From an optimization exercise on the open Yosys and OpenROAD flow, aimed at small area; shortcuts taken in it are not production practice. Function was checked by simulation only, so behaviour that the tests miss may differ from the original. Power figures rest on the tool's default switching activity, not on a simulated workload.

==> exp/cedar: inputs <==
==> flow/design.v <==
module simple_480p (
    input  wire logic clk_pix,    
    input  wire logic rst,        
    output      logic [9:0] sx,   
    output      logic [9:0] sy,   
    output      logic hsync,      
    output      logic vsync,      
    output      logic de          
    );
    parameter HA_END = 639;            
    parameter HS_STA = HA_END + 16;    
    parameter HS_END = HS_STA + 96;    
    parameter LINE   = 799;            
    parameter VA_END = 479;            
    parameter VS_STA = VA_END + 10;    
    parameter VS_END = VS_STA + 2;     
    parameter SCREEN = 524;            
    always_comb begin
        hsync = ~(sx >= HS_STA && sx < HS_END);   
        vsync = ~(sy >= VS_STA && sy < VS_END);   
        de = (sx <= HA_END && sy <= VA_END);
    end
    always_ff @(posedge clk_pix) begin
        if (sx == LINE) begin   
            sx <= 0;
            sy <= (sy == SCREEN) ? 0 : sy + 1;   
        end else begin
            sx <= sx + 1;
        end
        if (rst) begin
            sx <= 0;
            sy <= 0;
        end
    end
endmodule
`default_nettype none
`timescale 1ns / 1ps
module top_bounce #(parameter CORDW=10) (   
    input  wire logic clk_pix,          
    input  wire logic rst,              
    input  wire logic [CORDW-1:0] init_q1x,   
    input  wire logic [CORDW-1:0] init_q1y,
    input  wire logic [CORDW-1:0] init_q2x,   
    input  wire logic [CORDW-1:0] init_q2y,
    input  wire logic [CORDW-1:0] init_q3x,   
    input  wire logic [CORDW-1:0] init_q3y,
    input  wire logic [5:0] init_dir,   
    output      logic [CORDW-1:0] sx,   
    output      logic [CORDW-1:0] sy,   
    output      logic de,               
    output      logic [7:0] sdl_r,      
    output      logic [7:0] sdl_g,      
    output      logic [7:0] sdl_b       
    );
    logic last_x, last_y, act_x, act_y;
    always_comb begin
        last_x = sx[9] & sx[8] & (&sx[4:0]);               
        last_y = sy[9] & sy[3] & sy[2];                    
        act_x = ~(sx[9] & (sx[8] | sx[7]));                
        act_y = ~(sy[9] | (&sy[8:5]));                     
        de = act_x & act_y;
    end
    always_ff @(posedge clk_pix) begin
        sx <= last_x ? 10'd0 : sx + 10'd1;
        sy <= (last_x && last_y) ? 10'd0 : sy + {9'd0, last_x};
        if (rst) begin
            sx <= 0;
            sy <= 0;
        end
    end
    logic [9:0] c1x, c2x, c3x;
    logic [8:0] c1y, c2y, c3y;
    logic q1dx, q1dy, q2dx, q2dy, q3dx, q3dy;
    logic sx0, sx01, sx_act, eval;
    always_comb begin
        sx0 = ~|sx;                                        
        sx01 = ~|sx[9:1];                                  
        sx_act = ~(sx[9] | (&sx[8:5]));                    
        eval = sy[9] & sy[3] & sy[1] & sy[0] & sx0;        
    end
    logic z1x, z2x, z3x, z1y, z2y, z3y;
    always_comb begin
        z1x = (c1x == 0); z2x = (c2x == 0); z3x = (c3x == 0);
        z1y = (c1y == 0); z2y = (c2y == 0); z3y = (c3y == 0);
    end
    logic h1x, l1x, h2x, l2x, h3x, l3x, h1y, l1y, h2y, l2y, h3y, l3y;
    always_comb begin
        h1x = c1x[9] & c1x[4] & c1x[3] & (c1x[2] | c1x[1]);           
        l1x = ~|c1x[9:1];                                              
        h2x = (&c2x[8:5]) & c2x[3] & (c2x[1] | c2x[0]);                
        l2x = z2x;                                                     
        h3x = c3x[8] & c3x[7] & c3x[5] & c3x[4] & (c3x[3] | (&c3x[2:0]));  
        l3x = z3x;                                                     
        h1y = c1y[8] & c1y[6] & c1y[5] & c1y[4] & c1y[3] & (c1y[2] | c1y[1]);  
        l1y = ~|c1y[8:1];                                              
        h2y = c2y[8] & c2y[6] & c2y[3] & (c2y[1] | c2y[0]);            
        l2y = z2y;                                                     
        h3y = c3y[8] & c3y[4] & (c3y[3] | (&c3y[2:0]));                
        l3y = z3y;                                                     
    end
    logic hold1x, hold2x, hold3x, ext1y, ext2y, ext3y;
    always_comb begin
        hold1x = last_y & (q1dx ^ sx01);
        hold2x = last_y & (q2dx ^ sx0);
        hold3x = last_y & (q3dx ^ sx0);
        ext1y  = last_y & sx_act & ~(q1dy ^ sx01);
        ext2y  = last_y & sx_act & ~(q2dy ^ sx0);
        ext3y  = last_y & sx_act & ~(q3dy ^ sx0);
    end
    function automatic [9:0] decx(input [9:0] c, input en);
        decx = c - {9'd0, en};
        if (en && c == 0) decx[7:5] = 3'b000;    
    endfunction
    function automatic [8:0] decy(input [8:0] c, input en);
        decy = c - {8'd0, en};
        if (en && c == 0) decy[5] = 1'b0;        
    endfunction
    logic stepy;
    always_comb stepy = last_x & act_y;
    always_ff @(posedge clk_pix) begin
        c1x <= decx(c1x, !hold1x);
        c2x <= decx(c2x, !hold2x);
        c3x <= decx(c3x, !hold3x);
        c1y <= decy(c1y, stepy || ext1y);
        c2y <= decy(c2y, stepy || ext2y);
        c3y <= decy(c3y, stepy || ext3y);
        q1dx <= (eval & h1x) | (q1dx & ~(eval & l1x));
        q2dx <= (eval & h2x) | (q2dx & ~(eval & l2x));
        q3dx <= (eval & h3x) | (q3dx & ~(eval & l3x));
        q1dy <= (eval & h1y) | (q1dy & ~(eval & l1y));
        q2dy <= (eval & h2y) | (q2dy & ~(eval & l2y));
        q3dy <= (eval & h3y) | (q3dy & ~(eval & l3y));
        if (rst) begin
            c1x <= init_q1x;
            c1y <= init_q1y[8:0];
            c2x <= {1'b0, init_q2x[8:0]};
            c2y <= init_q2y[8:0];
            c3x <= {1'b0, init_q3x[8:0]};
            c3y <= init_q3y[8:0];
            {q3dy, q3dx, q2dy, q2dx, q1dy, q1dx} <= init_dir;
        end
    end
    logic q1_draw, q2_draw, q3_draw;
    always_comb begin
        q1_draw = (z1x || c1x >= 701) && (z1y || c1y >= 381);
        q2_draw = (z2x || c2x >= 651) && (z2y || c2y >= 331);
        q3_draw = (z3x || c3x >= 601) && (z3y || c3y >= 281);
    end
    logic r, g, b;
    always_ff @(posedge clk_pix) begin
        r <= de && q1_draw;
        g <= de && q2_draw;
        b <= de && q3_draw;
    end
    always_comb begin
        sdl_r = {8{r}};
        sdl_g = {8{g}};
        sdl_b = {8{b}};
    end
endmodule
==> flow/flow/run.sh <==
#!/bin/bash
# Standard ORFS layout (standard.sh) with three changes:
#  - synthesis: the reference script, but abc maps with an area script
#    (flow/area.abc) and Yosys's adder cell mapping is skipped;
#  - every port still gets its own buffer, but the smallest one (buf_1);
#  - clock tree: CTS with clkbuf_8 only and no dummy loads.
set -euo pipefail
W=$PWD
export FLOW_WORK=$W
bash standard.sh \
  SYNTH_SCRIPT=$W/flow/synth_area.tcl \
  MY_ABC_SCRIPT=$W/flow/area.abc \
  FLOW_WORK=$W \
  ADDER_MAP_FILE= \
  "BUFFER_PORTS_ARGS=-buffer_cell sky130_fd_sc_hd__buf_1" \
  "CTS_ARGS=-sink_clustering_enable -repair_clock_nets -dont_use_dummy_load -buf_list sky130_fd_sc_hd__clkbuf_8" \
  finish > $W/standard.log 2>&1
==> flow/flow/area.abc <==
strash
dc2
balance
rewrite
refactor
balance
rewrite
rewrite -z
balance
refactor -z
rewrite -z
balance
strash
dc2
balance
rewrite
refactor
balance
rewrite
rewrite -z
balance
refactor -z
rewrite -z
balance
&get -n
&st
&dch -f
&nf -R 1000 -p
&put
==> flow/flow/synth_area.tcl <==
proc abc {args} {
  set i [lsearch $args -script]
  if {$i >= 0 && [info exists ::env(MY_ABC_SCRIPT)]} {
    lset args [expr {$i + 1}] $::env(MY_ABC_SCRIPT)
  }
  yosys abc {*}$args
}
source $::env(FLOW_WORK)/synth_recipe.tcl
==> flow/standard.sh <==
#!/bin/bash
# synth_recipe.tcl (not shown) runs the flow's synth.tcl, then flattens the netlist and writes it again
# the make line also repeats each setting of config.mk as NAME=value (left out here)
make -C /OpenROAD-flow-scripts/flow DESIGN_CONFIG=/design/flow/config.mk WORK_HOME=/design/flow/orfs CLKGATE_MAP_FILE= SYNTH_SCRIPT=/design/flow/synth_recipe.tcl "${@:-finish}"
==> flow/config.mk <==
export PLATFORM = sky130hd
export DESIGN_NAME = top_bounce
export DESIGN_NICKNAME = top_bounce
export VERILOG_FILES = /design/flow/design.v
export SDC_FILE = /design/flow/constraint.sdc
export NUM_CORES = 4
export LEC_CHECK = 0
export CAP_MARGIN = 20
export CORE_MARGIN = 2
export CORE_UTILIZATION = 40
export SLEW_MARGIN = 20
==> flow/constraint.sdc <==
create_clock -name core_clock -period 10.0 [get_ports {clk_pix}]
set_input_delay 2.0000 -clock core_clock [delete_from_list [all_inputs] [get_ports {clk_pix}]]
set_output_delay 2.0000 -clock core_clock [all_outputs]
set_load 0.01 [all_outputs]
==> exp/sierra (differences from exp/cedar) <==
==> flow/design.v (replaced) <==
module simple_480p (
    input  wire logic clk_pix,    
    input  wire logic rst,        
    output      logic [9:0] sx,   
    output      logic [9:0] sy,   
    output      logic hsync,      
    output      logic vsync,      
    output      logic de          
    );
    parameter HA_END = 639;            
    parameter HS_STA = HA_END + 16;    
    parameter HS_END = HS_STA + 96;    
    parameter LINE   = 799;            
    parameter VA_END = 479;            
    parameter VS_STA = VA_END + 10;    
    parameter VS_END = VS_STA + 2;     
    parameter SCREEN = 524;            
    always_comb begin
        hsync = ~(sx >= HS_STA && sx < HS_END);   
        vsync = ~(sy >= VS_STA && sy < VS_END);   
        de = (sx <= HA_END && sy <= VA_END);
    end
    always_ff @(posedge clk_pix) begin
        if (sx == LINE) begin   
            sx <= 0;
            sy <= (sy == SCREEN) ? 0 : sy + 1;   
        end else begin
            sx <= sx + 1;
        end
        if (rst) begin
            sx <= 0;
            sy <= 0;
        end
    end
endmodule
`default_nettype none
`timescale 1ns / 1ps
module top_bounce #(parameter CORDW=10) (   
    input  wire logic clk_pix,          
    input  wire logic rst,              
    input  wire logic [CORDW-1:0] init_q1x,   
    input  wire logic [CORDW-1:0] init_q1y,
    input  wire logic [CORDW-1:0] init_q2x,   
    input  wire logic [CORDW-1:0] init_q2y,
    input  wire logic [CORDW-1:0] init_q3x,   
    input  wire logic [CORDW-1:0] init_q3y,
    input  wire logic [5:0] init_dir,   
    output      logic [CORDW-1:0] sx,   
    output      logic [CORDW-1:0] sy,   
    output      logic de,               
    output      logic [7:0] sdl_r,      
    output      logic [7:0] sdl_g,      
    output      logic [7:0] sdl_b       
    );
    logic last_x, last_y;
    always_comb begin
        last_x = (sx == 799);
        last_y = (sy == 524);
        de = (sx <= 639 && sy <= 479);
    end
    always_ff @(posedge clk_pix) begin
        sx <= last_x ? 10'd0 : sx + 10'd1;
        sy <= (last_x && last_y) ? 10'd0 : sy + {9'd0, last_x};
        if (rst) begin
            sx <= 0;
            sy <= 0;
        end
    end
    logic [9:0] c1x, c2x, c3x, c1y, c2y, c3y;
    logic q1dx, q1dy, q2dx, q2dy, q3dx, q3dy;
    logic eval;
    always_comb eval = last_y && (sx == 0);
    logic h1x, l1x, h2x, l2x, h3x, l3x, h1y, l1y, h2y, l2y, h3y, l3y;
    always_comb begin
        h1x = (c1x >= 538); l1x = (c1x < 2);
        h2x = (c2x >= 489); l2x = (c2x == 0);
        h3x = (c3x >= 439); l3x = (c3x == 0);
        h1y = (c1y >= 379); l1y = (c1y < 3);
        h2y = (c2y >= 330); l2y = (c2y < 2);
        h3y = (c3y >= 280); l3y = (c3y < 2);
    end
    logic hold1x, hold2x, hold3x, ext1y, ext2y, ext3y;
    always_comb begin
        hold1x = last_y && (q1dx ? (sx < 798) : (sx < 2));
        hold2x = last_y && (q2dx ? (sx < 799) : (sx < 1));
        hold3x = last_y && (q3dx ? (sx < 799) : (sx < 1));
        ext1y  = last_y && (q1dy ? (sx < 2) : (sx < 523));
        ext2y  = last_y && (q2dy ? (sx < 1) : (sx < 524));
        ext3y  = last_y && (q3dy ? (sx < 1) : (sx < 524));
    end
    function automatic [9:0] decx(input [9:0] c, input en);
        decx = c - {9'd0, en};
        if (en && c == 0) decx[7:5] = 3'b000;    
    endfunction
    function automatic [9:0] decy(input [9:0] c, input en);
        decy = c - {9'd0, en};
        if (en && c == 0) begin                  
            decy[8:4] = 5'b00000;
            decy[1:0] = 2'b00;
        end
    endfunction
    always_ff @(posedge clk_pix) begin
        c1x <= decx(c1x, !hold1x);
        c2x <= decx(c2x, !hold2x);
        c3x <= decx(c3x, !hold3x);
        c1y <= decy(c1y, last_x || ext1y);
        c2y <= decy(c2y, last_x || ext2y);
        c3y <= decy(c3y, last_x || ext3y);
        if (eval) begin
            q1dx <= h1x | (~l1x & q1dx);
            q2dx <= h2x | (~l2x & q2dx);
            q3dx <= h3x | (~l3x & q3dx);
            q1dy <= h1y | (~l1y & q1dy);
            q2dy <= h2y | (~l2y & q2dy);
            q3dy <= h3y | (~l3y & q3dy);
        end
        if (rst) begin
            c1x <= init_q1x;
            c1y <= {1'b0, init_q1y[8:0]};
            c2x <= {1'b0, init_q2x[8:0]};
            c2y <= {1'b0, init_q2y[8:0]};
            c3x <= {1'b0, init_q3x[8:0]};
            c3y <= {1'b0, init_q3y[8:0]};
            {q3dy, q3dx, q2dy, q2dx, q1dy, q1dx} <= init_dir;
        end
    end
    logic q1_draw, q2_draw, q3_draw;
    always_comb begin
        q1_draw = (c1x == 0 || c1x >= 701) && (c1y == 0 || c1y >= 426);
        q2_draw = (c2x == 0 || c2x >= 651) && (c2y == 0 || c2y >= 376);
        q3_draw = (c3x == 0 || c3x >= 601) && (c3y == 0 || c3y >= 326);
    end
    logic r, g, b;
    always_ff @(posedge clk_pix) begin
        r <= de && q1_draw;
        g <= de && q2_draw;
        b <= de && q3_draw;
    end
    always_comb begin
        sdl_r = {8{r}};
        sdl_g = {8{g}};
        sdl_b = {8{b}};
    end
endmodule
==> flow/run.sh (new file) <==
#!/bin/bash
# synth_recipe.tcl (not shown) runs the flow's synth.tcl, then flattens the netlist and writes it again
# the make line also repeats each setting of config.mk as NAME=value (left out here)
make -C /OpenROAD-flow-scripts/flow DESIGN_CONFIG=/design/flow/config.mk WORK_HOME=/design/flow/orfs CLKGATE_MAP_FILE= SYNTH_SCRIPT=/design/flow/synth_recipe.tcl finish
removed: flow/flow/run.sh
removed: flow/flow/area.abc
removed: flow/flow/synth_area.tcl
removed: flow/standard.sh
==> exp/amber (differences from exp/cedar) <==
--- a/flow/design.v
+++ b/flow/design.v
@@ -72,11 +72,6 @@
     logic [8:0] c1y, c2y, c3y;
     logic q1dx, q1dy, q2dx, q2dy, q3dx, q3dy;
-    logic sx0, sx01, sx_act, eval;
-    always_comb begin
-        sx0 = ~|sx;                                        
-        sx01 = ~|sx[9:1];                                  
-        sx_act = ~(sx[9] | (&sx[8:5]));                    
-        eval = sy[9] & sy[3] & sy[1] & sy[0] & sx0;        
-    end
+    logic eval;
+    always_comb eval = last_y && (sx == 0);
     logic z1x, z2x, z3x, z1y, z2y, z3y;
     always_comb begin
@@ -101,10 +96,10 @@
     logic hold1x, hold2x, hold3x, ext1y, ext2y, ext3y;
     always_comb begin
-        hold1x = last_y & (q1dx ^ sx01);
-        hold2x = last_y & (q2dx ^ sx0);
-        hold3x = last_y & (q3dx ^ sx0);
-        ext1y  = last_y & sx_act & ~(q1dy ^ sx01);
-        ext2y  = last_y & sx_act & ~(q2dy ^ sx0);
-        ext3y  = last_y & sx_act & ~(q3dy ^ sx0);
+        hold1x = last_y && (q1dx ? (sx < 798) : (sx < 2));
+        hold2x = last_y && (q2dx ? (sx < 799) : (sx < 1));
+        hold3x = last_y && (q3dx ? (sx < 799) : (sx < 1));
+        ext1y  = last_y && (q1dy ? (sx < 2) : (sx < 478));
+        ext2y  = last_y && (q2dy ? (sx < 1) : (sx < 479));
+        ext3y  = last_y && (q3dy ? (sx < 1) : (sx < 479));
     end
     function automatic [9:0] decx(input [9:0] c, input en);
--- a/flow/flow/run.sh
+++ b/flow/flow/run.sh
@@ -4,5 +4,5 @@
 #    (flow/area.abc) and Yosys's adder cell mapping is skipped;
 #  - every port still gets its own buffer, but the smallest one (buf_1);
-#  - clock tree: CTS with clkbuf_8 only and no dummy loads.
+#  - clock tree: CTS with larger sink clusters and no dummy loads.
 set -euo pipefail
 W=$PWD
@@ -14,4 +14,4 @@
   ADDER_MAP_FILE= \
   "BUFFER_PORTS_ARGS=-buffer_cell sky130_fd_sc_hd__buf_1" \
-  "CTS_ARGS=-sink_clustering_enable -repair_clock_nets -dont_use_dummy_load -buf_list sky130_fd_sc_hd__clkbuf_8" \
+  "CTS_ARGS=-sink_clustering_enable -repair_clock_nets -dont_use_dummy_load -buf_list sky130_fd_sc_hd__clkbuf_16 -sink_clustering_size 50 -sink_clustering_max_diameter 150" \
   finish > $W/standard.log 2>&1
--- a/flow/flow/area.abc
+++ b/flow/flow/area.abc
@@ -25,5 +25,5 @@
 &get -n
 &st
-&dch -f
-&nf -R 1000 -p
+&synch2
+&nf -R 1000
 &put
- CTS_BUF_LIST: unset -> sky130_fd_sc_hd__clkbuf_8
==> exp/umber (differences from exp/cedar) <==
--- a/flow/design.v
+++ b/flow/design.v
@@ -72,11 +72,6 @@
     logic [8:0] c1y, c2y, c3y;
     logic q1dx, q1dy, q2dx, q2dy, q3dx, q3dy;
-    logic sx0, sx01, sx_act, eval;
-    always_comb begin
-        sx0 = ~|sx;                                        
-        sx01 = ~|sx[9:1];                                  
-        sx_act = ~(sx[9] | (&sx[8:5]));                    
-        eval = sy[9] & sy[3] & sy[1] & sy[0] & sx0;        
-    end
+    logic eval;
+    always_comb eval = last_y && (sx == 0);
     logic z1x, z2x, z3x, z1y, z2y, z3y;
     always_comb begin
@@ -101,10 +96,10 @@
     logic hold1x, hold2x, hold3x, ext1y, ext2y, ext3y;
     always_comb begin
-        hold1x = last_y & (q1dx ^ sx01);
-        hold2x = last_y & (q2dx ^ sx0);
-        hold3x = last_y & (q3dx ^ sx0);
-        ext1y  = last_y & sx_act & ~(q1dy ^ sx01);
-        ext2y  = last_y & sx_act & ~(q2dy ^ sx0);
-        ext3y  = last_y & sx_act & ~(q3dy ^ sx0);
+        hold1x = last_y && (q1dx ? (sx < 798) : (sx < 2));
+        hold2x = last_y && (q2dx ? (sx < 799) : (sx < 1));
+        hold3x = last_y && (q3dx ? (sx < 799) : (sx < 1));
+        ext1y  = last_y && (q1dy ? (sx < 2) : (sx < 478));
+        ext2y  = last_y && (q2dy ? (sx < 1) : (sx < 479));
+        ext3y  = last_y && (q3dy ? (sx < 1) : (sx < 479));
     end
     function automatic [9:0] decx(input [9:0] c, input en);
==> flow/flow/run.sh (replaced) <==
#!/bin/bash
set -euo pipefail
W=$PWD
export FLOW_WORK=$W
bash standard.sh \
  SYNTH_SCRIPT=$W/flow/synth_area.tcl \
  MY_ABC_SCRIPT=$W/flow/area.abc \
  FLOW_WORK=$W \
  ADDER_MAP_FILE= \
  "BUFFER_PORTS_ARGS=-buffer_cell sky130_fd_sc_hd__buf_1" \
  finish > $W/standard.log 2>&1
--- a/flow/flow/area.abc
+++ b/flow/flow/area.abc
@@ -25,5 +25,5 @@
 &get -n
 &st
-&dch -f
-&nf -R 1000 -p
+&synch2
+&nf -R 1000
 &put
- CTS_BUF_LIST: unset -> sky130_fd_sc_hd__clkbuf_8
==> summary of the runs <==
First-iteration DRC count: exp/amber is higher than exp/sierra (about 20%).
Sequential power is about the same in exp/amber and exp/umber.
Between exp/amber and exp/cedar, the lower total power is in exp/cedar (gap 13%, measured against exp/cedar).
Cell count: exp/sierra > exp/umber > exp/amber > exp/cedar.
Against exp/amber, the wire length of exp/sierra is larger by 20%.
Maximum frequency: exp/amber is higher than exp/umber (0.89%).
==> figures <==
quantity                                                                      exp/cedar                exp/umber               exp/sierra                exp/amber
Status                                                          complete, no violations  complete, no violations  complete, no violations  complete, no violations
Final design instance area without fill                                      4570 sq um               4740 sq um               6320 sq um               4750 sq um
Post-synthesis instance area                                                 4050 sq um               4120 sq um               5020 sq um               4120 sq um
Height of the chip                                                          105 microns              106 microns              116 microns              106 microns
Area share of the leading cell type in the synthesized netlist                    42.5%                    41.8%                    33.1%                    41.8%
Fraction of the yosys area taken by sequential cells                              42.5%                    41.8%                    36.7%                    41.8%
Final worst-path setup slack                                                    6.38 ns                  6.48 ns                  6.12 ns                  6.51 ns
Pin count of the biggest net entering global routing                                100                       66                       87                       66
Max-slew headroom at the worst pin                                                41.3%                    51.8%                    40.4%                    52.3%
Seq/total area                                                                    37.7%                    36.4%                    29.1%                    36.2%
Type of destination of the critical path                                       register           primary output           primary output           primary output
Utilization after layout                                                          46.5%                    46.5%                    52.2%                    46.6%
Depth of the most critical reg-to-reg path                                           12                       12                       11                       12
Routed wl met2                                                                  4.22 mm                  3.98 mm                  4.76 mm                  3.96 mm

-- separate check: timing with driven ports --
The results above use ideal ports. As a check the final layouts listed here were re-extracted and re-timed, cells and wires unchanged.
Step 1 assumes that a clkbuf_16 drives the clock port and a buf_2 every other input.
Step 2 moves the port delays by t, midway between the first and last clock arrival at a register: inputs arrive t later, outputs are due t later. That takes back most of the time a late clock gives input paths.
Slacks: no drivers / after step 1 / after step 2; pairs: no drivers / after step 1.
| run | t (ns) | setup slack, ns | hold WS [ns] | cell pins on the clock port's net |
|---|---|---|---|---|
| exp/cedar | 0.369 | 6.379 / 6.379 / 6.379 | 0.490 / 0.490 / 0.490 | 1 |
| exp/sierra | 0.384 | 6.123 / 6.083 / 6.235 | 0.519 / 0.519 / 0.519 | 1 |
| exp/amber | 0.355 | 6.506 / 6.470 / 6.257 | 0.517 / 0.517 / 0.517 | 1 |
| exp/umber | 0.374 | 6.475 / 6.443 / 6.267 | 0.521 / 0.521 / 0.521 | 1 |
After both steps setup and hold are still met in every run listed. The setup slack of exp/amber, which loses most, moves by -0.036 ns with the drivers and by -0.249 ns with both steps.
